Context: an optimization exercise on an open-source flow, tuned for small area, a short achievable clock period and few clock cycles per item. The choices shown serve that exercise and are no tape-out recipe.
Where RTL was checked, it was by simulation tests only, not by an equivalence proof against the original.

## the previous run
Design geofence, start of the top module:
module geofence ( clk,reset,X,Y,valid,is_inside);
    input clk;
    input reset;
    input [9:0] X;
    input [9:0] Y;
    output valid;
    output is_inside;
    reg [3:0] cnt;           
    reg [9:0] ox, oy;        
    reg wsx, wsy, rsx, rsy, lsx, lsy;
    reg [9:0] wmx, wmy, rmx, rmy, lmx, lmy;
    reg wzx, wzy, rzx, rzy, lzx, lzy;
    reg full;
    wire signed [10:0] dx = $signed({1'b0, X}) - $signed({1'b0, ox});
    wire signed [10:0] dy = $signed({1'b0, Y}) - $signed({1'b0, oy});
    wire [9:0] ax = dx[10] ? -dx[9:0] : dx[9:0];
    wire [9:0] ay = dy[10] ? -dy[9:0] : dy[9:0];
    wire r_s1 = rsx ^ wsy, r_s2 = rsy ^ wsx;
    wire l_s1 = lsx ^ wsy, l_s2 = lsy ^ wsx;
    wire r_z = (rzx | wzy) & (rzy | wzx);
    wire l_z = (lzx | wzy) & (lzy | wzx);
    wire dr_cin = !r_s1;
    wire dl_cin = !l_s1;
  ...
Size in the first run: ~1500 cells after synthesis, about 100 flip-flops, ~16000 µm² of cells after synthesis.
==> flow/config.mk <==
export PLATFORM = sky130hd
export DESIGN_NAME = geofence
export DESIGN_NICKNAME = geofence
export VERILOG_FILES = /design/flow/design.v
export SDC_FILE = /design/flow/constraint.sdc
export NUM_CORES = 4
export LEC_CHECK = 0
export CAP_MARGIN = 20
export CORE_MARGIN = 2
export CORE_UTILIZATION = 40
export SETUP_SLACK_MARGIN = 5
export SLEW_MARGIN = 20
export TNS_END_PERCENT = 0
==> flow/constraint.sdc <==
create_clock -name core_clock -period 11.0 [get_ports {clk}]
set_input_delay 2.2000 -clock core_clock [delete_from_list [all_inputs] [get_ports {clk}]]
set_output_delay 2.2000 -clock core_clock [all_outputs]
set_load 0.01 [all_outputs]
run.sh (not shown) runs the stock make flow with config.mk's settings and CLKGATE_MAP_FILE= SYNTH_SCRIPT=/design/flow/synth_recipe.tcl, a recipe that flattens the netlist after the stock synthesis.
Testbench counts of the previous run, summed over its fixed seeds: cycles 20,369, items 2,400.
#### Input delta (the current run over the previous run)
diff --git a/flow/design.v b/flow/design.v
--- a/flow/design.v
+++ b/flow/design.v
@@ -4,16 +4,21 @@
     input [9:0] X;
     input [9:0] Y;
     output valid;
     output is_inside;
     reg [3:0] cnt;           
     reg [9:0] ox, oy;        
-    reg wsx, wsy, rsx, rsy, lsx, lsy;
-    reg [9:0] wmx, wmy, rmx, rmy, lmx, lmy;
-    reg wzx, wzy, rzx, rzy, lzx, lzy;
+    reg wsx, wsy, wzx, wzy;
+    reg [9:0] wmx, wmy;
+    reg [23:0] wp, rq, lq;
+    reg ld_rq, ld_lq;
     reg full;
+    wire rsx, rsy, lsx, lsy, rzx, rzy, lzx, lzy;
+    wire [9:0] rmx, rmy, lmx, lmy;
+    assign {rsx, rmx, rzx, rsy, rmy, rzy} = ld_rq ? wp : rq;
+    assign {lsx, lmx, lzx, lsy, lmy, lzy} = ld_lq ? wp : lq;
     wire signed [10:0] dx = $signed({1'b0, X}) - $signed({1'b0, ox});
     wire signed [10:0] dy = $signed({1'b0, Y}) - $signed({1'b0, oy});
     wire [9:0] ax = dx[10] ? -dx[9:0] : dx[9:0];
     wire [9:0] ay = dy[10] ? -dy[9:0] : dy[9:0];
     wire r_s1 = rsx ^ wsy, r_s2 = rsy ^ wsx;
     wire l_s1 = lsx ^ wsy, l_s2 = lsy ^ wsx;
@@ -420,20 +425,17 @@
         if (cnt == 4'd0) begin
             ox <= X;
             oy <= Y;
         end
         wsx <= dx[10]; wmx <= ax; wzx <= (dx == 11'sd0);
         wsy <= dy[10]; wmy <= ay; wzy <= (dy == 11'sd0);
-        if (first || (step && set_r)) begin
-            rsx <= wsx; rmx <= wmx; rzx <= wzx;
-            rsy <= wsy; rmy <= wmy; rzy <= wzy;
-        end
-        if (first || (step && set_l)) begin
-            lsx <= wsx; lmx <= wmx; lzx <= wzx;
-            lsy <= wsy; lmy <= wmy; lzy <= wzy;
-        end
+        wp <= {wsx, wmx, wzx, wsy, wmy, wzy};
+        rq <= {rsx, rmx, rzx, rsy, rmy, rzy};
+        lq <= {lsx, lmx, lzx, lsy, lmy, lzy};
+        ld_rq <= first || (step && set_r);
+        ld_lq <= first || (step && set_l);
         f_wz <= w_zero; f_step <= step;
         f_cln <= cl_neg; f_crn <= cr_neg;
         f_clz <= cl_zero; f_crz <= cr_zero;
         f_opp <= w_opp;
         full <= full_now;
     end
Notes after the runs:
- The current run against the previous run: post-layout minimum cycle time lost 0.019 ns; post-synthesis instance total picked up an extra 111; final design area excluding fillers now sits higher.
- For the global-route wire length before repair, the current run came in about 10% higher than the previous run did.
- End point of the critical path = ld_rq: the current run; end point of the critical path = rmx[8]: the previous run
- Compared with the previous run, the current run shows a total length of routed wires that is 12% higher.
- Compared the current run against the previous run; xor-xnor portion of the synthesized cell area within noise.
Testbench counts of the current run, summed over its fixed seeds: cycles 20,369, items 2,400.

geofence, a different RTL version from the one above (not shown whole).
Size: about 1,500 cells after synthesis, about 99 flip-flops, roughly 16,000 sq um of cells after synthesis.
export LEC_CHECK = 0
export CAP_MARGIN = 20
export CORE_MARGIN = 2
export CORE_UTILIZATION = 40
export SETUP_SLACK_MARGIN = 5
export SLEW_MARGIN = 20
export TNS_END_PERCENT = 0
create_clock -name core_clock -period 11.0 [get_ports {clk}]
Testbench counts at the start, summed over its fixed seeds: cycles 20,369, items 2,400.
Then changed:
--- a/flow/design.v
+++ b/flow/design.v
@@ -1,14 +1,14 @@
 module geofence ( clk,reset,X,Y,valid,is_inside);
     input clk;
     input reset;
     input [9:0] X;
     input [9:0] Y;
-    output reg valid;
-    output reg is_inside;
+    output valid;
+    output is_inside;
     reg [3:0] cnt;           
     reg [9:0] ox, oy;        
     reg wsx, wsy, rsx, rsy, lsx, lsy;
     reg [9:0] wmx, wmy, rmx, rmy, lmx, lmy;
     reg wzx, wzy, rzx, rzy, lzx, lzy;
     reg full;
     wire signed [10:0] dx = $signed({1'b0, X}) - $signed({1'b0, ox});
@@ -398,44 +398,47 @@
     wire cl_zero = (l_s1 == l_s2) ? dl_zero : l_z;
     wire cr_pos = !cr_neg && !cr_zero;
     wire cl_pos = !cl_neg && !cl_zero;
     wire w_zero = wzx && wzy;
     wire w_opp = ((wsx != rsx) && !wzx) || ((wsy != rsy) && !wzy);
     wire first = (cnt == 4'd2);
     wire step = (cnt >= 4'd3) && (cnt <= 4'd7);
-    wire set_l = !cl_neg && !cr_neg;
-    wire set_r = cr_neg && cl_neg;
-    wire to_full = w_zero
-                 || (cl_pos && !cr_pos)
-                 || (cr_neg && !cl_neg)
-                 || (cr_zero && cl_zero && w_opp);
+    wire set_l = !cl_neg;
+    wire set_r = cr_neg;
+    wire r_eq = step && (r_s1 == r_s2);
+    wire l_eq = step && (l_s1 == l_s2);
+    wire ld_r = r_eq ? (dr_sgn ^ r_s1) : (first || (step && r_s1 && !r_z));
+    wire ld_l = l_eq ? !(dl_sgn ^ l_s1) : (first || (step && !(l_s1 && !l_z)));
+    reg f_wz, f_step, f_cln, f_crn, f_clz, f_crz, f_opp;
+    wire to_full = f_wz
+                 || (f_step && !f_cln && (f_crn || f_crz) && !(f_clz && f_crz && !f_opp));
+    wire full_now = (cnt == 4'd3) ? to_full : (full || to_full);
+    assign valid = (cnt == 4'd8) || ((cnt == 4'd6 || cnt == 4'd7) && full_now);
+    assign is_inside = full_now;
     always @(posedge clk or posedge reset) begin
-        if (reset) begin
+        if (reset)
             cnt <= 4'd0;
-            valid <= 1'b0;
-        end else begin
+        else
             cnt <= valid ? 4'd0 : cnt + 4'd1;
-            valid <= !valid && ((cnt == 4'd7) || ((cnt == 4'd5 || cnt == 4'd6) && (full || to_full)));
-        end
     end
     always @(posedge clk) begin
         if (cnt == 4'd0) begin
             ox <= X;
             oy <= Y;
         end
         wsx <= dx[10]; wmx <= ax; wzx <= (dx == 11'sd0);
         wsy <= dy[10]; wmy <= ay; wzy <= (dy == 11'sd0);
-        if (first || (step && set_r)) begin
+        if (ld_r) begin
             rsx <= wsx; rmx <= wmx; rzx <= wzx;
             rsy <= wsy; rmy <= wmy; rzy <= wzy;
         end
-        if (first || (step && set_l)) begin
+        if (ld_l) begin
             lsx <= wsx; lmx <= wmx; lzx <= wzx;
             lsy <= wsy; lmy <= wmy; lzy <= wzy;
         end
-        if (first)
-            full <= w_zero;
-        else if (step)
-            full <= full || to_full;
-        is_inside <= full || to_full;
+        f_wz <= w_zero; f_step <= step;
+        f_cln <= cl_neg; f_crn <= cr_neg;
+        f_clz <= cl_zero; f_crz <= cr_zero;
+        f_opp <= w_opp;
+        full <= full_now;
     end
 endmodule
Maximum frequency is higher by a few percent.
Die area climbs slightly.
Global-route usage fell by 0.15 points.
Worst hold slack improves by 3.0 ps.
Final area increases by a few percent.
Utilization came out higher by 0.68 points.
Worst setup slack gains 300 ps.
Cell count is higher by a few percent.
Count of clock-buffer cells in the layout stays the same.
Only the layout flow was run in the second run of this note; the RTL was not checked for function there.

## what the ideal ports hide
No port has a modelled driver above. Below, the same layouts with a new extraction and two added sets of constraints. Step 1 sets driving cells, clkbuf_16 on the clock port and buf_2 on the other inputs (assumed; they add their load-dependent delay and slew). Step 2 adds t to the input delays and takes it off the output delays; t is the mean of the earliest and latest rising clock arrival at the registers after step 1. Input paths then give back, and output paths get back, about the clock's delay inside the block. a / b / c = ideal ports / drivers / drivers and shift; a / b = the first two.
| run | t, ns | slack for setup (ns) | clock arrival spread, ns | slew at the worst register clock pin (ns) |
|---|---|---|---|---|
| the previous run | 0.384 | 4.928 / 4.928 / 4.928 | 0.008 / 0.008 | 0.07 / 0.07 |
| the current run | 0.476 | 4.946 / 4.946 / 4.946 | 0.011 / 0.010 | 0.07 / 0.07 |
| the first run of note 2 | 0.384 | 4.638 / 4.638 / 4.638 | 0.010 / 0.010 | 0.08 / 0.08 |
| the second run of note 2 | 0.398 | 4.943 / 4.943 / 4.943 | 0.008 / 0.008 | 0.07 / 0.07 |
After both steps setup and hold are still met in every run listed.
